Background: an optimization exercise with open tools, aiming at small area and a short achievable clock period. Do not read the settings as production practice. No functional check of the RTL was part of any run shown here. Power figures rest on the tool's default switching activity, not on a simulated workload.

===== design/flow/config.mk =====
export PLATFORM = sky130hd
export DESIGN_NAME = PE
export DESIGN_NICKNAME = PE
export VERILOG_FILES = /design/flow/design.v
export SDC_FILE = /design/flow/constraint.sdc
export NUM_CORES = 4
export LEC_CHECK = 0
export CAP_MARGIN = 20
export CORE_MARGIN = 2
export CORE_UTILIZATION = 65
export GPL_TIMING_DRIVEN = 0
export SETUP_SLACK_MARGIN = 0.7
export SLEW_MARGIN = 20
export SYNTH_HIERARCHICAL = 1

===== design/flow/constraint.sdc =====
create_clock -name core_clock -period 5.5 [get_ports {CLK}]
set_input_delay 1.1000 -clock core_clock [delete_from_list [all_inputs] [get_ports {CLK}]]
set_output_delay 1.1000 -clock core_clock [all_outputs]
set_load 0.01 [all_outputs]

===== design/flow/design.v =====
module PE(
    input wire CLK,
    input wire RESET,
    input wire EN,
    input wire SELECTOR,
    input wire W_EN,
    input wire signed [7:0] active_left,
    output reg signed [7:0] active_right,
    input wire signed [15:0] in_sum,
    output reg signed [15:0] out_sum,
    input wire signed [7:0] in_weight_above,
    output wire signed [7:0] out_weight_below
    );
    reg signed [7:0] weight_1;
    reg signed [7:0] weight_2;
    wire en_n, en_n_lo, en_n_hi;
    pe_inv u_enn (.a(EN), .y(en_n));
    pe_inv u_ennl (.a(EN), .y(en_n_lo));
    pe_inv u_ennh (.a(EN), .y(en_n_hi));
    wire sel_n, sel_n_w;
    pe_inv u_seln (.a(SELECTOR), .y(sel_n));
    pe_inv u_selnw (.a(SELECTOR), .y(sel_n_w));
    wire ld1 = EN & W_EN & SELECTOR;
    wire ld2 = EN & W_EN & ~SELECTOR;
    wire ld1_n = ~ld1;
    wire ld2_n = ~ld2;
    wire [7:0] w_use, ar_d, w1_d, w2_d, wb;
    wire [15:0] s_in;
    genvar gi;
    generate for (gi = 0; gi < 8; gi = gi + 1) begin : byte_sel
        pe_ao22 u_wu (.a1(SELECTOR), .a2(weight_2[gi]), .b1(sel_n_w), .b2(weight_1[gi]), .x(w_use[gi]));
        pe_ao22 u_ar (.a1(EN), .a2(active_left[gi]), .b1(en_n), .b2(active_right[gi]), .x(ar_d[gi]));
        pe_ao22 u_w1 (.a1(ld1), .a2(in_weight_above[gi]), .b1(ld1_n), .b2(weight_1[gi]), .x(w1_d[gi]));
        pe_ao22 u_w2 (.a1(ld2), .a2(in_weight_above[gi]), .b1(ld2_n), .b2(weight_2[gi]), .x(w2_d[gi]));
        pe_ao22 u_wb (.a1(SELECTOR), .a2(weight_1[gi]), .b1(sel_n), .b2(weight_2[gi]), .x(wb[gi]));
    end endgenerate
    generate for (gi = 0; gi < 16; gi = gi + 1) begin : sum_sel
        pe_ao22 u_si (.a1(EN), .a2(in_sum[gi]), .b1(gi < 8 ? en_n_lo : en_n_hi), .b2(out_sum[gi]), .x(s_in[gi]));
    end endgenerate
    wire [7:0] w_use_b;
    generate for (gi = 0; gi < 8; gi = gi + 1) begin : wdup
        pe_ao22 u_wub (.a1(SELECTOR), .a2(weight_2[gi]), .b1(sel_n_w), .b2(weight_1[gi]), .x(w_use_b[gi]));
    end endgenerate
    wire b_one0, b_two0, b_neg0;
    pe_and2 u_x1 (.a(EN), .b(active_left[0]), .y(b_one0));
    pe_and3b u_x2 (.an(active_left[0]), .b(active_left[1]), .c(EN), .y(b_two0));
    pe_and2 u_x3 (.a(EN), .b(active_left[1]), .y(b_neg0));
    wire bs_0_0, bx_0_0;
    pe_and2 u_x4 (.a(b_one0), .b(w_use[0]), .y(bs_0_0));
    pe_xor2 u_x5 (.a(bs_0_0), .b(b_neg0), .y(bx_0_0));
    wire bs_0_1, bx_0_1;
    pe_ao22 u_x6 (.a1(b_one0), .a2(w_use[1]), .b1(b_two0), .b2(w_use[0]), .x(bs_0_1));
    pe_xor2 u_x7 (.a(bs_0_1), .b(b_neg0), .y(bx_0_1));
    wire bs_0_2, bx_0_2;
    pe_ao22 u_x8 (.a1(b_one0), .a2(w_use[2]), .b1(b_two0), .b2(w_use[1]), .x(bs_0_2));
    pe_xor2 u_x9 (.a(bs_0_2), .b(b_neg0), .y(bx_0_2));
    wire bs_0_3, bx_0_3;
    pe_ao22 u_x10 (.a1(b_one0), .a2(w_use[3]), .b1(b_two0), .b2(w_use[2]), .x(bs_0_3));
    pe_xor2 u_x11 (.a(bs_0_3), .b(b_neg0), .y(bx_0_3));
    wire bs_0_4, bx_0_4;
    pe_ao22 u_x12 (.a1(b_one0), .a2(w_use[4]), .b1(b_two0), .b2(w_use[3]), .x(bs_0_4));
    pe_xor2 u_x13 (.a(bs_0_4), .b(b_neg0), .y(bx_0_4));
    wire bs_0_5, bx_0_5;
    pe_ao22 u_x14 (.a1(b_one0), .a2(w_use[5]), .b1(b_two0), .b2(w_use[4]), .x(bs_0_5));
    pe_xor2 u_x15 (.a(bs_0_5), .b(b_neg0), .y(bx_0_5));
    wire bs_0_6, bx_0_6;
    pe_ao22 u_x16 (.a1(b_one0), .a2(w_use[6]), .b1(b_two0), .b2(w_use[5]), .x(bs_0_6));
    pe_xor2 u_x17 (.a(bs_0_6), .b(b_neg0), .y(bx_0_6));
    wire bs_0_7, bx_0_7;
    pe_ao22 u_x18 (.a1(b_one0), .a2(w_use[7]), .b1(b_two0), .b2(w_use[6]), .x(bs_0_7));
    pe_xor2 u_x19 (.a(bs_0_7), .b(b_neg0), .y(bx_0_7));
    wire bs_0_8, bx_0_8;
    pe_ao22 u_x20 (.a1(b_one0), .a2(w_use[7]), .b1(b_two0), .b2(w_use[7]), .x(bs_0_8));
    pe_xnor2 u_x21 (.a(bs_0_8), .b(b_neg0), .y(bx_0_8));
    wire b_one1, b_two1, b_neg1;
    wire b_x10_1, b_x21_1;
    pe_xor2 u_x22 (.a(active_left[2]), .b(active_left[1]), .y(b_x10_1));
    pe_xor2 u_x23 (.a(active_left[3]), .b(active_left[2]), .y(b_x21_1));
    pe_and2 u_x24 (.a(EN), .b(b_x10_1), .y(b_one1));
    pe_and3b u_x25 (.an(b_x10_1), .b(b_x21_1), .c(EN), .y(b_two1));
    pe_and2 u_x26 (.a(EN), .b(active_left[3]), .y(b_neg1));
    wire bs_1_0, bx_1_0;
    pe_and2 u_x27 (.a(b_one1), .b(w_use[0]), .y(bs_1_0));
    pe_xor2 u_x28 (.a(bs_1_0), .b(b_neg1), .y(bx_1_0));
    wire bs_1_1, bx_1_1;
    pe_ao22 u_x29 (.a1(b_one1), .a2(w_use[1]), .b1(b_two1), .b2(w_use[0]), .x(bs_1_1));
    pe_xor2 u_x30 (.a(bs_1_1), .b(b_neg1), .y(bx_1_1));
    wire bs_1_2, bx_1_2;
    pe_ao22 u_x31 (.a1(b_one1), .a2(w_use[2]), .b1(b_two1), .b2(w_use[1]), .x(bs_1_2));
    pe_xor2 u_x32 (.a(bs_1_2), .b(b_neg1), .y(bx_1_2));
    wire bs_1_3, bx_1_3;
    pe_ao22 u_x33 (.a1(b_one1), .a2(w_use[3]), .b1(b_two1), .b2(w_use[2]), .x(bs_1_3));
    pe_xor2 u_x34 (.a(bs_1_3), .b(b_neg1), .y(bx_1_3));
    wire bs_1_4, bx_1_4;
    pe_ao22 u_x35 (.a1(b_one1), .a2(w_use[4]), .b1(b_two1), .b2(w_use[3]), .x(bs_1_4));
    pe_xor2 u_x36 (.a(bs_1_4), .b(b_neg1), .y(bx_1_4));
    wire bs_1_5, bx_1_5;
    pe_ao22 u_x37 (.a1(b_one1), .a2(w_use[5]), .b1(b_two1), .b2(w_use[4]), .x(bs_1_5));
    pe_xor2 u_x38 (.a(bs_1_5), .b(b_neg1), .y(bx_1_5));
    wire bs_1_6, bx_1_6;
    pe_ao22 u_x39 (.a1(b_one1), .a2(w_use[6]), .b1(b_two1), .b2(w_use[5]), .x(bs_1_6));
    pe_xor2 u_x40 (.a(bs_1_6), .b(b_neg1), .y(bx_1_6));
    wire bs_1_7, bx_1_7;
    pe_ao22 u_x41 (.a1(b_one1), .a2(w_use[7]), .b1(b_two1), .b2(w_use[6]), .x(bs_1_7));
    pe_xor2 u_x42 (.a(bs_1_7), .b(b_neg1), .y(bx_1_7));
    wire bs_1_8, bx_1_8;
    pe_ao22 u_x43 (.a1(b_one1), .a2(w_use[7]), .b1(b_two1), .b2(w_use[7]), .x(bs_1_8));
    pe_xnor2 u_x44 (.a(bs_1_8), .b(b_neg1), .y(bx_1_8));
    wire b_one2, b_two2, b_neg2;
    wire b_x10_2, b_x21_2;
    pe_xor2 u_x45 (.a(active_left[4]), .b(active_left[3]), .y(b_x10_2));
    pe_xor2 u_x46 (.a(active_left[5]), .b(active_left[4]), .y(b_x21_2));
    pe_and2 u_x47 (.a(EN), .b(b_x10_2), .y(b_one2));
    pe_and3b u_x48 (.an(b_x10_2), .b(b_x21_2), .c(EN), .y(b_two2));
    pe_and2 u_x49 (.a(EN), .b(active_left[5]), .y(b_neg2));
    wire bs_2_0, bx_2_0;
    pe_and2 u_x50 (.a(b_one2), .b(w_use_b[0]), .y(bs_2_0));
    pe_xor2 u_x51 (.a(bs_2_0), .b(b_neg2), .y(bx_2_0));
    wire bs_2_1, bx_2_1;
    pe_ao22 u_x52 (.a1(b_one2), .a2(w_use_b[1]), .b1(b_two2), .b2(w_use_b[0]), .x(bs_2_1));
    pe_xor2 u_x53 (.a(bs_2_1), .b(b_neg2), .y(bx_2_1));
    wire bs_2_2, bx_2_2;
    pe_ao22 u_x54 (.a1(b_one2), .a2(w_use_b[2]), .b1(b_two2), .b2(w_use_b[1]), .x(bs_2_2));
    pe_xor2 u_x55 (.a(bs_2_2), .b(b_neg2), .y(bx_2_2));
    wire bs_2_3, bx_2_3;
    pe_ao22 u_x56 (.a1(b_one2), .a2(w_use_b[3]), .b1(b_two2), .b2(w_use_b[2]), .x(bs_2_3));
    pe_xor2 u_x57 (.a(bs_2_3), .b(b_neg2), .y(bx_2_3));
    wire bs_2_4, bx_2_4;
    pe_ao22 u_x58 (.a1(b_one2), .a2(w_use_b[4]), .b1(b_two2), .b2(w_use_b[3]), .x(bs_2_4));
    pe_xor2 u_x59 (.a(bs_2_4), .b(b_neg2), .y(bx_2_4));
    wire bs_2_5, bx_2_5;
    pe_ao22 u_x60 (.a1(b_one2), .a2(w_use_b[5]), .b1(b_two2), .b2(w_use_b[4]), .x(bs_2_5));
    pe_xor2 u_x61 (.a(bs_2_5), .b(b_neg2), .y(bx_2_5));
    wire bs_2_6, bx_2_6;
    pe_ao22 u_x62 (.a1(b_one2), .a2(w_use_b[6]), .b1(b_two2), .b2(w_use_b[5]), .x(bs_2_6));
    pe_xor2 u_x63 (.a(bs_2_6), .b(b_neg2), .y(bx_2_6));
    wire bs_2_7, bx_2_7;
    pe_ao22 u_x64 (.a1(b_one2), .a2(w_use_b[7]), .b1(b_two2), .b2(w_use_b[6]), .x(bs_2_7));
    pe_xor2 u_x65 (.a(bs_2_7), .b(b_neg2), .y(bx_2_7));
    wire bs_2_8, bx_2_8;
    pe_ao22 u_x66 (.a1(b_one2), .a2(w_use_b[7]), .b1(b_two2), .b2(w_use_b[7]), .x(bs_2_8));
    pe_xnor2 u_x67 (.a(bs_2_8), .b(b_neg2), .y(bx_2_8));
    wire b_one3, b_two3, b_neg3;
    wire b_x10_3, b_x21_3;
    pe_xor2 u_x68 (.a(active_left[6]), .b(active_left[5]), .y(b_x10_3));
    pe_xor2 u_x69 (.a(active_left[7]), .b(active_left[6]), .y(b_x21_3));
    pe_and2 u_x70 (.a(EN), .b(b_x10_3), .y(b_one3));
    pe_and3b u_x71 (.an(b_x10_3), .b(b_x21_3), .c(EN), .y(b_two3));
    pe_and2 u_x72 (.a(EN), .b(active_left[7]), .y(b_neg3));
    wire bs_3_0, bx_3_0;
    pe_and2 u_x73 (.a(b_one3), .b(w_use_b[0]), .y(bs_3_0));
    pe_xor2 u_x74 (.a(bs_3_0), .b(b_neg3), .y(bx_3_0));
    wire bs_3_1, bx_3_1;
    pe_ao22 u_x75 (.a1(b_one3), .a2(w_use_b[1]), .b1(b_two3), .b2(w_use_b[0]), .x(bs_3_1));
    pe_xor2 u_x76 (.a(bs_3_1), .b(b_neg3), .y(bx_3_1));
    wire bs_3_2, bx_3_2;
    pe_ao22 u_x77 (.a1(b_one3), .a2(w_use_b[2]), .b1(b_two3), .b2(w_use_b[1]), .x(bs_3_2));
    pe_xor2 u_x78 (.a(bs_3_2), .b(b_neg3), .y(bx_3_2));
    wire bs_3_3, bx_3_3;
    pe_ao22 u_x79 (.a1(b_one3), .a2(w_use_b[3]), .b1(b_two3), .b2(w_use_b[2]), .x(bs_3_3));
    pe_xor2 u_x80 (.a(bs_3_3), .b(b_neg3), .y(bx_3_3));
    wire bs_3_4, bx_3_4;
    pe_ao22 u_x81 (.a1(b_one3), .a2(w_use_b[4]), .b1(b_two3), .b2(w_use_b[3]), .x(bs_3_4));
    pe_xor2 u_x82 (.a(bs_3_4), .b(b_neg3), .y(bx_3_4));
    wire bs_3_5, bx_3_5;
    pe_ao22 u_x83 (.a1(b_one3), .a2(w_use_b[5]), .b1(b_two3), .b2(w_use_b[4]), .x(bs_3_5));
    pe_xor2 u_x84 (.a(bs_3_5), .b(b_neg3), .y(bx_3_5));
    wire bs_3_6, bx_3_6;
    pe_ao22 u_x85 (.a1(b_one3), .a2(w_use_b[6]), .b1(b_two3), .b2(w_use_b[5]), .x(bs_3_6));
    pe_xor2 u_x86 (.a(bs_3_6), .b(b_neg3), .y(bx_3_6));
    wire bs_3_7, bx_3_7;
    pe_ao22 u_x87 (.a1(b_one3), .a2(w_use_b[7]), .b1(b_two3), .b2(w_use_b[6]), .x(bs_3_7));
    pe_xor2 u_x88 (.a(bs_3_7), .b(b_neg3), .y(bx_3_7));
    wire bs_3_8, bx_3_8;
    pe_ao22 u_x89 (.a1(b_one3), .a2(w_use_b[7]), .b1(b_two3), .b2(w_use_b[7]), .x(bs_3_8));
    pe_xnor2 u_x90 (.a(bs_3_8), .b(b_neg3), .y(bx_3_8));
    wire s91;
    wire c92;
    pe_ha u_x93 (.a(s_in[4]), .b(b_neg2), .s(s91), .co(c92));
    wire s94;
    wire c95;
    pe_ha u_x96 (.a(s_in[5]), .b(bx_0_5), .s(s94), .co(c95));
    wire s97;
    wire c98;
    pe_fa u_x99 (.a(s_in[6]), .b(b_neg3), .ci(bx_0_6), .s(s97), .co(c98));
    wire s100;
    wire c101;
    pe_ha u_x102 (.a(bx_1_4), .b(bx_2_2), .s(s100), .co(c101));
    wire s103;
    wire c104;
    pe_fa u_x105 (.a(s_in[7]), .b(bx_0_7), .ci(bx_1_5), .s(s103), .co(c104));
    wire s106;
    wire c107;
    pe_ha u_x108 (.a(bx_2_3), .b(bx_3_1), .s(s106), .co(c107));
    wire s109;
    wire c110;
    pe_xnor2 u_x111 (.a(s_in[8]), .b(bx_0_8), .y(s109));
    pe_or2 u_x112 (.a(s_in[8]), .b(bx_0_8), .y(c110));
    wire s113;
    wire c114;
    pe_fa u_x115 (.a(bx_1_6), .b(bx_2_4), .ci(bx_3_2), .s(s113), .co(c114));
    wire s116;
    wire c117;
    pe_xnor2 u_x118 (.a(s_in[9]), .b(bx_1_7), .y(s116));
    pe_or2 u_x119 (.a(s_in[9]), .b(bx_1_7), .y(c117));
    wire s120;
    wire c121;
    pe_ha u_x122 (.a(bx_2_5), .b(bx_3_3), .s(s120), .co(c121));
    wire s123;
    wire c124;
    pe_fa u_x125 (.a(s_in[10]), .b(bx_1_8), .ci(bx_2_6), .s(s123), .co(c124));
    wire s126;
    wire c127;
    pe_xnor2 u_x128 (.a(s_in[11]), .b(bx_2_7), .y(s126));
    pe_or2 u_x129 (.a(s_in[11]), .b(bx_2_7), .y(c127));
    wire s130;
    wire c131;
    pe_ha u_x132 (.a(s_in[2]), .b(b_neg1), .s(s130), .co(c131));
    wire s133;
    wire c134;
    pe_ha u_x135 (.a(s_in[3]), .b(bx_0_3), .s(s133), .co(c134));
    wire s136;
    wire c137;
    pe_fa u_x138 (.a(bx_0_4), .b(bx_1_2), .ci(bx_2_0), .s(s136), .co(c137));
    wire s139;
    wire c140;
    pe_fa u_x141 (.a(bx_1_3), .b(bx_2_1), .ci(c92), .s(s139), .co(c140));
    wire s142;
    wire c143;
    pe_fa u_x144 (.a(bx_3_0), .b(c95), .ci(s100), .s(s142), .co(c143));
    wire s145;
    wire c146;
    pe_fa u_x147 (.a(c101), .b(s106), .ci(c98), .s(s145), .co(c146));
    wire s148;
    wire c149;
    pe_fa u_x150 (.a(s109), .b(c107), .ci(c104), .s(s148), .co(c149));
    wire s151;
    wire c152;
    pe_fa u_x153 (.a(c110), .b(s116), .ci(s120), .s(s151), .co(c152));
    wire s154;
    wire c155;
    pe_fa u_x156 (.a(bx_3_4), .b(c117), .ci(c121), .s(s154), .co(c155));
    wire s157;
    wire c158;
    pe_ha u_x159 (.a(bx_3_5), .b(s126), .s(s157), .co(c158));
    wire s160;
    wire c161;
    pe_fa u_x162 (.a(s_in[12]), .b(bx_2_8), .ci(bx_3_6), .s(s160), .co(c161));
    wire s163;
    wire c164;
    pe_xnor2 u_x165 (.a(s_in[13]), .b(bx_3_7), .y(s163));
    pe_or2 u_x166 (.a(s_in[13]), .b(bx_3_7), .y(c164));
    wire s167;
    wire c168;
    pe_ha u_x169 (.a(s_in[0]), .b(b_neg0), .s(s167), .co(c168));
    wire s170;
    wire c171;
    pe_ha u_x172 (.a(s_in[1]), .b(bx_0_1), .s(s170), .co(c171));
    wire s173;
    wire c174;
    pe_fa u_x175 (.a(bx_0_2), .b(bx_1_0), .ci(s130), .s(s173), .co(c174));
    wire s176;
    wire c177;
    pe_fa u_x178 (.a(bx_1_1), .b(c131), .ci(s133), .s(s176), .co(c177));
    wire s179;
    wire c180;
    pe_fa u_x181 (.a(s91), .b(c134), .ci(s136), .s(s179), .co(c180));
    wire s182;
    wire c183;
    pe_fa u_x184 (.a(s94), .b(c137), .ci(s139), .s(s182), .co(c183));
    wire s185;
    wire c186;
    pe_fa u_x187 (.a(c140), .b(s97), .ci(s142), .s(s185), .co(c186));
    wire s188;
    wire c189;
    pe_fa u_x190 (.a(s103), .b(c143), .ci(s145), .s(s188), .co(c189));
    wire s191;
    wire c192;
    pe_fa u_x193 (.a(s113), .b(c146), .ci(s148), .s(s191), .co(c192));
    wire s194;
    wire c195;
    pe_fa u_x196 (.a(c114), .b(c149), .ci(s151), .s(s194), .co(c195));
    wire s197;
    wire c198;
    pe_fa u_x199 (.a(s123), .b(c152), .ci(s154), .s(s197), .co(c198));
    wire s200;
    wire c201;
    pe_fa u_x202 (.a(c124), .b(s157), .ci(c155), .s(s200), .co(c201));
    wire s203;
    wire c204;
    pe_fa u_x205 (.a(c127), .b(c158), .ci(s160), .s(s203), .co(c204));
    wire s206;
    wire c207;
    pe_ha u_x208 (.a(s163), .b(c161), .s(s206), .co(c207));
    wire s209;
    wire c210;
    pe_fa u_x211 (.a(s_in[14]), .b(bx_3_8), .ci(c164), .s(s209), .co(c210));
    wire [15:0] rx = {s_in[15], c207, s206, s203, c198, c195, c192, c189, c186, c183, c180, c177, c174, c171, c168, bx_0_0};
    wire [15:0] ry = {c210, s209, c204, c201, s200, s197, s194, s191, s188, s185, s182, s179, s176, s173, s170, s167};
    wire [15:0] sum;
    wire t212, rc213;
    pe_ha u_x214 (.a(rx[0]), .b(ry[0]), .s(t212), .co(rc213));
    assign sum[0] = t212;
    wire t215, rc216;
    pe_fa u_x217 (.a(rx[1]), .b(ry[1]), .ci(rc213), .s(t215), .co(rc216));
    assign sum[1] = t215;
    wire t218, rc219;
    pe_fa u_x220 (.a(rx[2]), .b(ry[2]), .ci(rc216), .s(t218), .co(rc219));
    assign sum[2] = t218;
    wire t221, rc222;
    pe_fa u_x223 (.a(rx[3]), .b(ry[3]), .ci(rc219), .s(t221), .co(rc222));
    assign sum[3] = t221;
    wire g4, p4;
    wire gn4;
    pe_xor2 u_x224 (.a(rx[4]), .b(ry[4]), .y(p4));
    pe_nand2 u_x225 (.a(rx[4]), .b(ry[4]), .y(gn4));
    assign g4 = ~gn4;
    wire g5, p5;
    wire gn5;
    pe_xor2 u_x226 (.a(rx[5]), .b(ry[5]), .y(p5));
    pe_nand2 u_x227 (.a(rx[5]), .b(ry[5]), .y(gn5));
    assign g5 = ~gn5;
    wire g6, p6;
    wire gn6;
    pe_xor2 u_x228 (.a(rx[6]), .b(ry[6]), .y(p6));
    pe_nand2 u_x229 (.a(rx[6]), .b(ry[6]), .y(gn6));
    assign g6 = ~gn6;
    wire g7, p7;
    wire gn7;
    pe_xor2 u_x230 (.a(rx[7]), .b(ry[7]), .y(p7));
    pe_nand2 u_x231 (.a(rx[7]), .b(ry[7]), .y(gn7));
    assign g7 = ~gn7;
    wire g8, p8;
    wire gn8;
    pe_xor2 u_x232 (.a(rx[8]), .b(ry[8]), .y(p8));
    pe_nand2 u_x233 (.a(rx[8]), .b(ry[8]), .y(gn8));
    assign g8 = ~gn8;
    wire g9, p9;
    wire gn9;
    pe_xor2 u_x234 (.a(rx[9]), .b(ry[9]), .y(p9));
    pe_nand2 u_x235 (.a(rx[9]), .b(ry[9]), .y(gn9));
    assign g9 = ~gn9;
    wire g10, p10;
    wire gn10;
    pe_xor2 u_x236 (.a(rx[10]), .b(ry[10]), .y(p10));
    pe_nand2 u_x237 (.a(rx[10]), .b(ry[10]), .y(gn10));
    assign g10 = ~gn10;
    wire g11, p11;
    wire gn11;
    pe_xor2 u_x238 (.a(rx[11]), .b(ry[11]), .y(p11));
    pe_nand2 u_x239 (.a(rx[11]), .b(ry[11]), .y(gn11));
    assign g11 = ~gn11;
    wire g12, p12;
    wire gn12;
    pe_xor2 u_x240 (.a(rx[12]), .b(ry[12]), .y(p12));
    pe_nand2 u_x241 (.a(rx[12]), .b(ry[12]), .y(gn12));
    assign g12 = ~gn12;
    wire g13, p13;
    wire gn13;
    pe_xor2 u_x242 (.a(rx[13]), .b(ry[13]), .y(p13));
    pe_nand2 u_x243 (.a(rx[13]), .b(ry[13]), .y(gn13));
    assign g13 = ~gn13;
    wire g14, p14;
    wire gn14;
    pe_xor2 u_x244 (.a(rx[14]), .b(ry[14]), .y(p14));
    pe_nand2 u_x245 (.a(rx[14]), .b(ry[14]), .y(gn14));
    assign g14 = ~gn14;
    wire g15, p15;
    wire gn15;
    pe_xor2 u_x246 (.a(rx[15]), .b(ry[15]), .y(p15));
    pe_nand2 u_x247 (.a(rx[15]), .b(ry[15]), .y(gn15));
    assign g15 = ~gn15;
    wire G248 = g4 | (p4 & rc222);
    wire G249 = g6 | (p6 & g5);
    wire P250 = p6 & p5;
    wire G251 = g8 | (p8 & g7);
    wire P252 = p8 & p7;
    wire G253 = g10 | (p10 & g9);
    wire P254 = p10 & p9;
    wire G255 = g12 | (p12 & g11);
    wire P256 = p12 & p11;
    wire G257 = g14 | (p14 & g13);
    wire P258 = p14 & p13;
    wire G259 = G249 | (P250 & G248);
    wire G260 = G253 | (P254 & G251);
    wire P261 = P254 & P252;
    wire G262 = G257 | (P258 & G255);
    wire P263 = P258 & P256;
    wire G264 = G260 | (P261 & G259);
    wire G265 = G262 | (P263 & G264);
    wire G266 = G251 | (P252 & G259);
    wire G267 = G255 | (P256 & G264);
    wire G268 = g5 | (p5 & G248);
    wire G269 = g7 | (p7 & G259);
    wire G270 = g9 | (p9 & G266);
    wire G271 = g11 | (p11 & G264);
    wire G272 = g13 | (p13 & G267);
    wire G273 = g15 | (p15 & G265);
    pe_xor2 u_x274 (.a(p4), .b(rc222), .y(sum[4]));
    pe_xor2 u_x275 (.a(p5), .b(G248), .y(sum[5]));
    pe_xor2 u_x276 (.a(p6), .b(G268), .y(sum[6]));
    pe_xor2 u_x277 (.a(p7), .b(G259), .y(sum[7]));
    pe_xor2 u_x278 (.a(p8), .b(G269), .y(sum[8]));
    pe_xor2 u_x279 (.a(p9), .b(G266), .y(sum[9]));
    pe_xor2 u_x280 (.a(p10), .b(G270), .y(sum[10]));
    pe_xor2 u_x281 (.a(p11), .b(G264), .y(sum[11]));
    pe_xor2 u_x282 (.a(p12), .b(G271), .y(sum[12]));
    pe_xor2 u_x283 (.a(p13), .b(G267), .y(sum[13]));
    pe_xor2 u_x284 (.a(p14), .b(G272), .y(sum[14]));
    pe_xnor2 u_x285 (.a(p15), .b(G265), .y(sum[15]));
    always @(negedge RESET or posedge CLK) begin
        if (~RESET) begin
            out_sum <= 0;
            active_right <= 0;
            weight_1 <= 0;
            weight_2 <= 0;
        end else begin
            out_sum <= sum;
            active_right <= ar_d;
            weight_1 <= w1_d;
            weight_2 <= w2_d;
        end
    end
    assign out_weight_below = wb;
endmodule
module pe_fa(input wire a, input wire b, input wire ci, output wire s, output wire co);
    assign {co, s} = a + b + ci;
endmodule
module pe_ha(input wire a, input wire b, output wire s, output wire co);
    assign {co, s} = a + b;
endmodule
module pe_ao22(input wire a1, input wire a2, input wire b1, input wire b2, output wire x);
    assign x = (a1 & a2) | (b1 & b2);
endmodule
module pe_mux2i(input wire s, input wire a1, input wire a0, output wire y);
    assign y = ~(s ? a1 : a0);
endmodule
module pe_inv(input wire a, output wire y);
    assign y = ~a;
endmodule
module pe_and2(input wire a, input wire b, output wire y);
    assign y = a & b;
endmodule
module pe_and3b(input wire an, input wire b, input wire c, output wire y);
    assign y = ~an & b & c;
endmodule
module pe_nand2(input wire a, input wire b, output wire y);
    assign y = ~(a & b);
endmodule
module pe_nor2(input wire a, input wire b, output wire y);
    assign y = ~(a | b);
endmodule
module pe_or2(input wire a, input wire b, output wire y);
    assign y = a | b;
endmodule
module pe_xor2(input wire a, input wire b, output wire y);
    assign y = a ^ b;
endmodule
module pe_xnor2(input wire a, input wire b, output wire y);
    assign y = ~(a ^ b);
endmodule
module pe_xor3(input wire a, input wire b, input wire c, output wire y);
    assign y = a ^ b ^ c;
endmodule

===== design/flow/flow/run.sh =====
#!/bin/bash
# Standard layout with two changes: the port buffers are the smallest buffer
# cell, and clock tree synthesis inserts no dummy loads.
set -euo pipefail
export BUFFER_PORTS_ARGS="-buffer_cell sky130_fd_sc_hd__buf_1"
export CTS_ARGS="-sink_clustering_enable -repair_clock_nets -dont_use_dummy_load"
bash standard.sh finish > flow_standard.log 2>&1

===== design/flow/standard.sh =====
#!/bin/bash
# synth_recipe.tcl (not shown) runs the flow's synth.tcl, then flattens the netlist and writes it again
# the make line also repeats each setting of config.mk as NAME=value (left out here)
make -C /OpenROAD-flow-scripts/flow DESIGN_CONFIG=/design/flow/config.mk WORK_HOME=/design/flow/orfs CLKGATE_MAP_FILE= SYNTH_SCRIPT=/design/flow/synth_recipe.tcl "${@:-finish}"

==> impl_metrics.yaml, run 1 <==
timing:
  fmax_mhz: 213
  setup_viol: 0
  hold_viol: 0
  worstMarginPinSlew_ns: 0.586
  fin_skew_ns: 0.0199
  slew_violations: 0
  fin_crit_ns: 4.70
  slew-limit-headroom_pct: 60.9
  rsz0062_at_grt: "false"
  tns_ns: 0
  period_share_pct: 85.4
routing:
  drt_iter0_markers: 94
  num_vias: 2946
  wl_mm: 8.44
  wl_per_cell_um: 18.0
  firstDrtPassIters: 4
  drc: 0
  ant_nets: 0
  via_per_inst: 6.29
logic_synthesis:
  netlist.top_cell.by_area: "dfrtp_1"
  ys_seq_area_share_pct: 28.3
  yosys.area.top_type_share_pct: 28.3
  synth_edf_count: 0
  synthCells: 311
  yosys_warnings: 7
  synth.most_common_cell: "a22o_1"
  synth.distinct_cells: 25
  synthTopCellsByCount: "a22o_1, xor2_1, dfrtp_1, fa_1, nand2_1"
  ys_ff_latch: 40
  ys_async_sr_fraction_pct: 100
  syn_area_um2: 3540
  syn_nets: 387
  synth_area_leaders: "dfrtp_1, a22o_1, fa_1"
  syn_avg_cell_area_um2: 11.4
  synth_top_flop_cell: "dfrtp_1"
setup_path:
  cp-start-kind: "input pin"
  critPathCapture: "out_sum[10]"
  cp.depth: 13
  slowest_delay_ns: 0.56
  end_kind: "register"
  critPathSlowestCell: "and2_1"
  arrival_ns: 4.86
  critPathTopFamily: "adder cells"
  r2r_setup_slack_ns: 1.43
  reg2reg_from: "weight_2[4]"
  cpMostUsedCell: "a21bo_1"
  r2r_cells: 13
  path_max_fanout: 41
  reg2reg_to: "out_sum[10]"
  critPathRequiredTime_ns: 5.66
  setup.worst_path.start: "EN"
  worstPathCellList: "buf_6, and2_1, xor2_1, ha_1, fa_1, fa_1, xor2_2, nor2b_2, a311o_2, a21bo_1, a21bo_1, a21bo_1, xor2_1"
  crit_type: "input pin to register"
  cp_num_buf_inv: 1
placed_design:
  port_buffers: 68
  place_congestion: 0.790
  placed_cells: 450
  dp_hpwl_mm: 6.06
cells_and_area:
  areaGrowthSynthToFinish_pct: 20.5
  nNetsFinal: 476
  n_antenna_cell: 0
  num-fill-cells: 315
  multi_input_area_um2: 2590
  fin_cells: 468
  drive_gt1_share_pct: 13.6
  ff_latch_area_um2: 1000
clock_tree:
  cts_tree: "done"
  clkTransAtPathRegs_ns: 0.06
  h-tree-depth: 2
  numCtsBuffers: 5
  clk_latency_ns: 0.30
  clock-sinks: 40
  cts_buffer_depth: 2
  cts_root_buf: "clkbuf_8"
min_path:
  hp-class: "register to register"
die:
  fp.dieArea_um2: 6050
  initial_core_util_pct: 68.4
  rows: 26
  io-pin-count: 69
  die_w_um: 77.8
  core_area_um2: 5170
  die_h_um: 77.8
global_routing:
  grt_max_degree: 42
  grt_first_pass_wirelength_mm: 13.1
  grt_pass1_vias: 2757
  grt_use_total_pct: 27.7
  grt_overflow_total: 0
  antenna_found_initial: 0
power:
  max-vdd-ir-drop_mv: 0.376
  power.density_nw_per_um2: 487
  leakage_uw: 0.00208
run:
  maxCapViolCount: 0
run_status:
  status: "no timing/DRC/antenna violations"
[cell usage in the layout (no fill, tap or decap), types with 5 or more instances in the layout]
cell / count
a22o_1: 93
buf_1: 61
xor2_1: 57
dfrtp_1: 40
fa_1: 24
nand2_1: 15
ha_1: 12
inv_1: 10
xnor2_1: 9
buf_4: 9
and2_1: 8
clkbuf_8: 5
[kinds of logic (layout without fill, tap and decap cells)]
kind of cell / after synthesis / in the layout / synth area share, %
AOI/OAI and AO/OA: 110 / 110 / 27.3
xor gates and xnor gates: 70 / 70 / 17.3
and+or+nand+nor: 41 / 41 / 6.40
DFF: 40 / 40 / 28.3
adders and majority gates: 39 / 39 / 19.5
buffers and inverters: 11 / 98 / 1.17
[stage by stage]
step | power, µW | hold slack, ns | worst slack, ns | area (µm²) | utilization [%]
final | 2080 | 0.499 | 0.801 | 4260 | 82.4
after global routing | 2240 | 0.536 | 0.673 | 4260 | 82.4
after CTS | 1880 | 0.503 | 0.702 | 4050 | 78.2
after detailed placement | 1670 | 0.482 | -0.826 | 3910 | 75.7
after global placement | 1600 | 0.478 | -0.748 | 3890 | 75.2
after floorplan | 1410 | 0.509 | 0.702 | 3550 | -
[layout make-up]
class / count / area share (%)
inverter: 11 / 1.06
clock buffer: 5 / 1.61
tap: 70 / 2.06
multi-input combinational: 260 / 60.7
timing repair buffer: 82 / 11.0
sequential: 40 / 23.5
[metal layers]
layer  vias up  wire length [µm]  track usage (%)  share of wire [%]
li1       1334                 -                -                  -
met1      1478              3660             37.8                 43
met2       119              4080             45.4                 48
met3        15               524             4.65                6.2
met4         0               180             8.39                2.1
met5         -                 0                0                  0
[state kept, by name (all words and copies together), names as in the netlist]
| signal | count |
|---|---|
| out_sum | 16 |
| weight_2 | 8 |
| weight_1 | 8 |
| active_right | 8 |
[per-module statistics from Yosys (local to each module, per instance), excerpt]
module	copies in the design	flip-flops and latches	area (µm²)	cells inside
pe_fa	27	0	20.0	1
pe_and3b	4	0	8.76	1
pe_ao22	96	0	8.76	1
pe_xor2	61	0	8.76	1
pe_and2	12	0	6.26	1
pe_nand2	11	0	3.75	1
[how the worst min path moves through the flow]
stage / from / depth (start not counted) / slack [ns] / endpoint
final: active_right[3] / 1 / 0.50 / active_right[3]
after global routing: active_right[6] / 1 / 0.54 / active_right[6]
after detailed placement: active_right[7] / 1 / 0.48 / active_right[7]
after floorplan: weight_2[0] / 1 / 0.51 / weight_2[0]
after global placement: active_right[0] / 1 / 0.48 / active_right[0]
after CTS: active_right[7] / 1 / 0.50 / active_right[7]
[where the power goes]
part           internal (µW)  switching [µW]  leakage [µW]
combinational            676             758       0.00156
sequential               401            59.3      0.000484
clock                   82.0            99.7     0.0000359
[repair_timing]
| item | 4_1_cts | 5_1_grt |
|---|---|---|
| hold buffers | 0 | 0 |
| pin swaps | 4 | 12 |
| setup buffers | 3 | 8 |
| resized for setup | 14 | 23 |
| gates cloned | 0 | 2 |
| setup endpoints to repair | 11 | 6 |
==> inputs of run 2 (changes only) <==
--- a/design/flow/design.v
+++ b/design/flow/design.v
@@ -313,99 +313,63 @@
     wire g4, p4;
-    wire gn4;
-    pe_xor2 u_x224 (.a(rx[4]), .b(ry[4]), .y(p4));
-    pe_nand2 u_x225 (.a(rx[4]), .b(ry[4]), .y(gn4));
-    assign g4 = ~gn4;
+    pe_ha u_x224 (.a(rx[4]), .b(ry[4]), .s(p4), .co(g4));
     wire g5, p5;
-    wire gn5;
-    pe_xor2 u_x226 (.a(rx[5]), .b(ry[5]), .y(p5));
-    pe_nand2 u_x227 (.a(rx[5]), .b(ry[5]), .y(gn5));
-    assign g5 = ~gn5;
+    pe_ha u_x225 (.a(rx[5]), .b(ry[5]), .s(p5), .co(g5));
     wire g6, p6;
-    wire gn6;
-    pe_xor2 u_x228 (.a(rx[6]), .b(ry[6]), .y(p6));
-    pe_nand2 u_x229 (.a(rx[6]), .b(ry[6]), .y(gn6));
-    assign g6 = ~gn6;
+    pe_ha u_x226 (.a(rx[6]), .b(ry[6]), .s(p6), .co(g6));
     wire g7, p7;
-    wire gn7;
-    pe_xor2 u_x230 (.a(rx[7]), .b(ry[7]), .y(p7));
-    pe_nand2 u_x231 (.a(rx[7]), .b(ry[7]), .y(gn7));
-    assign g7 = ~gn7;
+    pe_ha u_x227 (.a(rx[7]), .b(ry[7]), .s(p7), .co(g7));
     wire g8, p8;
-    wire gn8;
-    pe_xor2 u_x232 (.a(rx[8]), .b(ry[8]), .y(p8));
-    pe_nand2 u_x233 (.a(rx[8]), .b(ry[8]), .y(gn8));
-    assign g8 = ~gn8;
+    pe_ha u_x228 (.a(rx[8]), .b(ry[8]), .s(p8), .co(g8));
     wire g9, p9;
-    wire gn9;
-    pe_xor2 u_x234 (.a(rx[9]), .b(ry[9]), .y(p9));
-    pe_nand2 u_x235 (.a(rx[9]), .b(ry[9]), .y(gn9));
-    assign g9 = ~gn9;
+    pe_ha u_x229 (.a(rx[9]), .b(ry[9]), .s(p9), .co(g9));
     wire g10, p10;
-    wire gn10;
-    pe_xor2 u_x236 (.a(rx[10]), .b(ry[10]), .y(p10));
-    pe_nand2 u_x237 (.a(rx[10]), .b(ry[10]), .y(gn10));
-    assign g10 = ~gn10;
+    pe_ha u_x230 (.a(rx[10]), .b(ry[10]), .s(p10), .co(g10));
     wire g11, p11;
-    wire gn11;
-    pe_xor2 u_x238 (.a(rx[11]), .b(ry[11]), .y(p11));
-    pe_nand2 u_x239 (.a(rx[11]), .b(ry[11]), .y(gn11));
-    assign g11 = ~gn11;
+    pe_ha u_x231 (.a(rx[11]), .b(ry[11]), .s(p11), .co(g11));
     wire g12, p12;
-    wire gn12;
-    pe_xor2 u_x240 (.a(rx[12]), .b(ry[12]), .y(p12));
-    pe_nand2 u_x241 (.a(rx[12]), .b(ry[12]), .y(gn12));
-    assign g12 = ~gn12;
+    pe_ha u_x232 (.a(rx[12]), .b(ry[12]), .s(p12), .co(g12));
     wire g13, p13;
-    wire gn13;
-    pe_xor2 u_x242 (.a(rx[13]), .b(ry[13]), .y(p13));
-    pe_nand2 u_x243 (.a(rx[13]), .b(ry[13]), .y(gn13));
-    assign g13 = ~gn13;
+    pe_ha u_x233 (.a(rx[13]), .b(ry[13]), .s(p13), .co(g13));
     wire g14, p14;
-    wire gn14;
-    pe_xor2 u_x244 (.a(rx[14]), .b(ry[14]), .y(p14));
-    pe_nand2 u_x245 (.a(rx[14]), .b(ry[14]), .y(gn14));
-    assign g14 = ~gn14;
+    pe_ha u_x234 (.a(rx[14]), .b(ry[14]), .s(p14), .co(g14));
     wire g15, p15;
-    wire gn15;
-    pe_xor2 u_x246 (.a(rx[15]), .b(ry[15]), .y(p15));
-    pe_nand2 u_x247 (.a(rx[15]), .b(ry[15]), .y(gn15));
-    assign g15 = ~gn15;
-    wire G248 = g4 | (p4 & rc222);
-    wire G249 = g6 | (p6 & g5);
-    wire P250 = p6 & p5;
-    wire G251 = g8 | (p8 & g7);
-    wire P252 = p8 & p7;
-    wire G253 = g10 | (p10 & g9);
-    wire P254 = p10 & p9;
-    wire G255 = g12 | (p12 & g11);
-    wire P256 = p12 & p11;
-    wire G257 = g14 | (p14 & g13);
-    wire P258 = p14 & p13;
-    wire G259 = G249 | (P250 & G248);
-    wire G260 = G253 | (P254 & G251);
-    wire P261 = P254 & P252;
-    wire G262 = G257 | (P258 & G255);
-    wire P263 = P258 & P256;
-    wire G264 = G260 | (P261 & G259);
-    wire G265 = G262 | (P263 & G264);
-    wire G266 = G251 | (P252 & G259);
-    wire G267 = G255 | (P256 & G264);
-    wire G268 = g5 | (p5 & G248);
-    wire G269 = g7 | (p7 & G259);
-    wire G270 = g9 | (p9 & G266);
-    wire G271 = g11 | (p11 & G264);
-    wire G272 = g13 | (p13 & G267);
-    wire G273 = g15 | (p15 & G265);
-    pe_xor2 u_x274 (.a(p4), .b(rc222), .y(sum[4]));
-    pe_xor2 u_x275 (.a(p5), .b(G248), .y(sum[5]));
-    pe_xor2 u_x276 (.a(p6), .b(G268), .y(sum[6]));
-    pe_xor2 u_x277 (.a(p7), .b(G259), .y(sum[7]));
-    pe_xor2 u_x278 (.a(p8), .b(G269), .y(sum[8]));
-    pe_xor2 u_x279 (.a(p9), .b(G266), .y(sum[9]));
-    pe_xor2 u_x280 (.a(p10), .b(G270), .y(sum[10]));
-    pe_xor2 u_x281 (.a(p11), .b(G264), .y(sum[11]));
-    pe_xor2 u_x282 (.a(p12), .b(G271), .y(sum[12]));
-    pe_xor2 u_x283 (.a(p13), .b(G267), .y(sum[13]));
-    pe_xor2 u_x284 (.a(p14), .b(G272), .y(sum[14]));
-    pe_xnor2 u_x285 (.a(p15), .b(G265), .y(sum[15]));
+    pe_ha u_x235 (.a(rx[15]), .b(ry[15]), .s(p15), .co(g15));
+    wire G236 = g4 | (p4 & rc222);
+    wire G237 = g6 | (p6 & g5);
+    wire P238 = p6 & p5;
+    wire G239 = g8 | (p8 & g7);
+    wire P240 = p8 & p7;
+    wire G241 = g10 | (p10 & g9);
+    wire P242 = p10 & p9;
+    wire G243 = g12 | (p12 & g11);
+    wire P244 = p12 & p11;
+    wire G245 = g14 | (p14 & g13);
+    wire P246 = p14 & p13;
+    wire G247 = G237 | (P238 & G236);
+    wire G248 = G241 | (P242 & G239);
+    wire P249 = P242 & P240;
+    wire G250 = G245 | (P246 & G243);
+    wire P251 = P246 & P244;
+    wire G252 = G248 | (P249 & G247);
+    wire G253 = G250 | (P251 & G252);
+    wire G254 = G239 | (P240 & G247);
+    wire G255 = G243 | (P244 & G252);
+    wire G256 = g5 | (p5 & G236);
+    wire G257 = g7 | (p7 & G247);
+    wire G258 = g9 | (p9 & G254);
+    wire G259 = g11 | (p11 & G252);
+    wire G260 = g13 | (p13 & G255);
+    wire G261 = g15 | (p15 & G253);
+    pe_xor2 u_x262 (.a(p4), .b(rc222), .y(sum[4]));
+    pe_xor2 u_x263 (.a(p5), .b(G236), .y(sum[5]));
+    pe_xor2 u_x264 (.a(p6), .b(G256), .y(sum[6]));
+    pe_xor2 u_x265 (.a(p7), .b(G247), .y(sum[7]));
+    pe_xor2 u_x266 (.a(p8), .b(G257), .y(sum[8]));
+    pe_xor2 u_x267 (.a(p9), .b(G254), .y(sum[9]));
+    pe_xor2 u_x268 (.a(p10), .b(G258), .y(sum[10]));
+    pe_xor2 u_x269 (.a(p11), .b(G252), .y(sum[11]));
+    pe_xor2 u_x270 (.a(p12), .b(G259), .y(sum[12]));
+    pe_xor2 u_x271 (.a(p13), .b(G255), .y(sum[13]));
+    pe_xor2 u_x272 (.a(p14), .b(G260), .y(sum[14]));
+    pe_xnor2 u_x273 (.a(p15), .b(G253), .y(sum[15]));
     always @(negedge RESET or posedge CLK) begin
@@ -440,2 +404,5 @@
 endmodule
+module pe_ao21(input wire a, input wire b, input wire c, output wire y);
+    assign y = a | (b & c);
+endmodule
 module pe_and2(input wire a, input wire b, output wire y);
==> run 2 against run 1 <==
  * Core utilization is 4.5 points lower
  * Setup slack better by 0.074 ns
  * Global-route usage is 0.56 points higher
  * First-iteration DRC count is 6.4% higher
  * Total power is 5.3% lower
  * Critical path type unchanged
==> impl_metrics.yaml, run 2 <==
setup_path:
  r2r_cells: 12
  critPathRequiredTime_ns: 5.66
  cp-start-kind: "input pin"
  reg2reg_from: "weight_2[1]"
  r2r_setup_slack_ns: 1.69
  arrival_ns: 4.78
  end_kind: "register"
  path_max_fanout: 28
  reg2reg_to: "out_sum[14]"
  crit_type: "input pin to register"
logic_synthesis:
  synth_area_leaders: "dfrtp_1, a22o_1, fa_1"
  netlist.top_cell.by_area: "dfrtp_1"
  synthCells: 307
  ys_async_sr_fraction_pct: 100
  synth.most_common_cell: "a22o_1"
  syn_avg_cell_area_um2: 11.6
  synth_top_flop_cell: "dfrtp_1"
  yosys.area.top_type_share_pct: 28.2
  syn_nets: 395
  ys_ff_latch: 40
  synthTopCellsByCount: "a22o_1, xor2_1, dfrtp_1, fa_1, ha_1"
  ys_seq_area_share_pct: 28.2
  syn_area_um2: 3550
  synth.distinct_cells: 25
  yosys_warnings: 7
  synth_edf_count: 0
clock_tree:
  clock-sinks: 40
  cts_hold_buffers: 0
  clk_latency_ns: 0.30
  cts_root_buf: "clkbuf_8"
  clkTransAtPathRegs_ns: 0.06
  h-tree-depth: 2
  numCtsBuffers: 5
  cts_buffer_depth: 2
  cts_tree: "done"
timing:
  rsz0062_at_grt: "false"
  slew-limit-headroom_pct: 62.5
  slew_violations: 0
  fmax_mhz: 216
  fin_skew_ns: 0.0204
  worstMarginPinSlew_ns: 0.562
  setup_viol: 0
  hold_viol: 0
  period_share_pct: 84.1
  fin_crit_ns: 4.63
min_path:
  hold_path.startpoint: "active_right[5]"
  hp-class: "register to register"
  min_to: "active_right[5]"
  hold_depth: 1
run:
  maxCapViolCount: 0
cells_and_area:
  largest_register_ffs: 16
  regMostFlops: "out_sum"
  final_common_cell: "a22o_1"
  n_antenna_cell: 0
  fin_area_um2: 4050
  drive_gt1_share_pct: 5.21
  areaGrowthSynthToFinish_pct: 14.1
  layout_common_cells: "a22o_1, buf_1, xor2_1"
  nNetsFinal: 474
routing:
  wl_per_cell_um: 17.6
  via_per_inst: 6.20
  wl_mm: 8.01
  drc: 0
  ant_nets: 0
  num_vias: 2817
  drt_iter0_markers: 100
  firstDrtPassIters: 4
global_routing:
  grt_pass1_vias: 2775
  grt_max_degree: 42
  grt_use_total_pct: 28.2
  grt_overflow_total: 0
  antenna_found_initial: 0
  grt_first_pass_wirelength_mm: 13.3
power:
  max-vdd-ir-drop_mv: 0.411
  power.density_nw_per_um2: 485
  total_power_uw: 1970
  leakage_uw: 0.00198
die:
  rows: 26
  die_h_um: 77.9
  io-pin-count: 69
  fp.dieArea_um2: 6070
  core_area_um2: 5200
  die_w_um: 77.9
  initial_core_util_pct: 68.2
placed_design:
  dp_hpwl_mm: 6.07
  place_congestion: 0.856
  placed_area_um2: 3920
  port_buffers: 68
run_status:
  status: "no timing/DRC/antenna violations"
run 2: cell count changes after synthesis, sizes merged, moves of 4 or more:
| cell | delta |
|---|---|
| a21o | +5 |
| a21bo | -6 |
| ha | +12 |
| nor2 | +6 |
| xor2 | -12 |
| a21oi | +6 |
| inv | -4 |
| nand2 | -10 |
run 2: critical path: stages:
cell        delay [ns]
buf_8             0.17
clkinvlp_4        0.12
buf_4             0.17
a22o_1            0.24
a22o_1            0.22
xor2_1            0.15
ha_1              0.30
fa_1              0.44
fa_1              0.41
fa_1              0.42
a21o_1            0.22
a31o_4            0.27
a21oi_2           0.24
o21bai_1          0.13
xor2_1            0.16
run 2: final cells by class:
cell class	count	area (µm²)
sequential	40	1000
multi-input combinational	260	2550
timing repair buffer	72	314
clock buffer	5	68.8
inverter	7	30.0
fill	390	1150
tap	70	87.6
run 2: worst max-delay path by stage:
| stage | start | cells past startpoint | slack [ns] | to |
|---|---|---|---|---|
| after global placement | EN | 13 | -0.48 | out_sum[14] |
| after CTS | SELECTOR | 15 | 0.75 | out_sum[12] |
| after detailed placement | SELECTOR | 14 | -0.48 | out_sum[14] |
| after global routing | SELECTOR | 15 | 0.71 | out_sum[14] |
| final | SELECTOR | 15 | 0.87 | out_sum[14] |
| after floorplan | SELECTOR | 13 | 1.06 | out_sum[12] |
run 2: cells by family after synthesis:
| logic type | share of synthesized area, % |
|---|---|
| adder cells (fa/ha/maj) | 23.7 |
| buffers and inverters | 0.740 |
| flip-flops | 28.2 |
| AND/OR/NAND/NOR | 5.78 |
| XOR/XNOR | 14.3 |
| AO/OA/AOI/OAI | 27.3 |
run 2: per-module statistics from Yosys, one instance, submodules excluded:
module,flip-flops and latches,area [µm²],cells inside,times used
PE,40,1210,77,1
pe_and2,0,6.26,1,12
pe_and3b,0,8.76,1,4
pe_ao22,0,8.76,1,96
pe_fa,0,20.0,1,27
pe_ha,0,12.5,1,24
pe_inv,0,3.75,1,5
pe_or2,0,6.26,1,4
pe_xnor2,0,8.76,1,9
pe_xor2,0,8.76,1,49
run 2: what timing repair did:
| action | in CTS | in global routing |
|---|---|---|
| gates resized for setup | 8 | 6 |
| endpoints found under the setup margin | 11 | 5 |
| pin swaps | 0 | 1 |
| buffers inserted | 3 | 0 |
run 2: layer usage:
metal | vias to the layer above | global-route usage, % | wire length, µm
met4 | 0 | 7.02 | 87
met1 | 1398 | 39.4 | 3630
met5 | - | 0 | 0
met3 | 7 | 3.60 | 419
li1 | 1325 | - | -
met2 | 87 | 47.2 | 3870
run 2: power breakdown:
group | switching, µW | internal, µW | leakage, µW
clock | 99.5 | 82.0 | 0.0000359
combinational | 729 | 600 | 0.00146
sequential | 54.9 | 401 | 0.000484
run 2: stage by stage:
step	TNS [ns]	hold slack, ns	utilization, %	setup WS (ns)	cells
floorplan	0	0.509	-	1.06	307
global placement	-2.59	0.478	74.8	-0.478	445
detailed placement	-2.44	0.479	75.3	-0.481	446
CTS	0	0.506	77.3	0.747	454
global route	0	0.529	77.9	0.706	454
finish	0	0.506	77.9	0.875	454

[afterwards: timing with drivers on the ports]
No port has a modelled driver above. Below, the same layouts with a new extraction and two added sets of constraints.
Step 1 sets driving cells, clkbuf_16 on the clock port and buf_2 on the other inputs (assumed; they add their load-dependent delay and slew).
Step 2 moves the port delays by t, midway between the first and last clock arrival at a register: inputs arrive t later, outputs are due t later. That takes back most of the time a late clock gives input paths.
Slacks: no drivers / after step 1 / after step 2; pairs: no drivers / after step 1.
| run | shift t [ns] | setup slack, ns | worst setup path at the end | worst slew at a driven data input, ns | cell pins on the clock port's net |
|---|---|---|---|---|---|
| run 1 | 0.319 | 0.801 / 0.700 / 0.381 | input to register | 0.13 | 1 |
| run 2 | 0.320 | 0.875 / 0.841 / 0.521 | input to register | 0.06 | 1 |
After both steps every run listed still meets setup and hold. For run 1, which loses most, drivers alone change the setup slack by -0.101 ns; drivers and shift together by -0.420 ns.
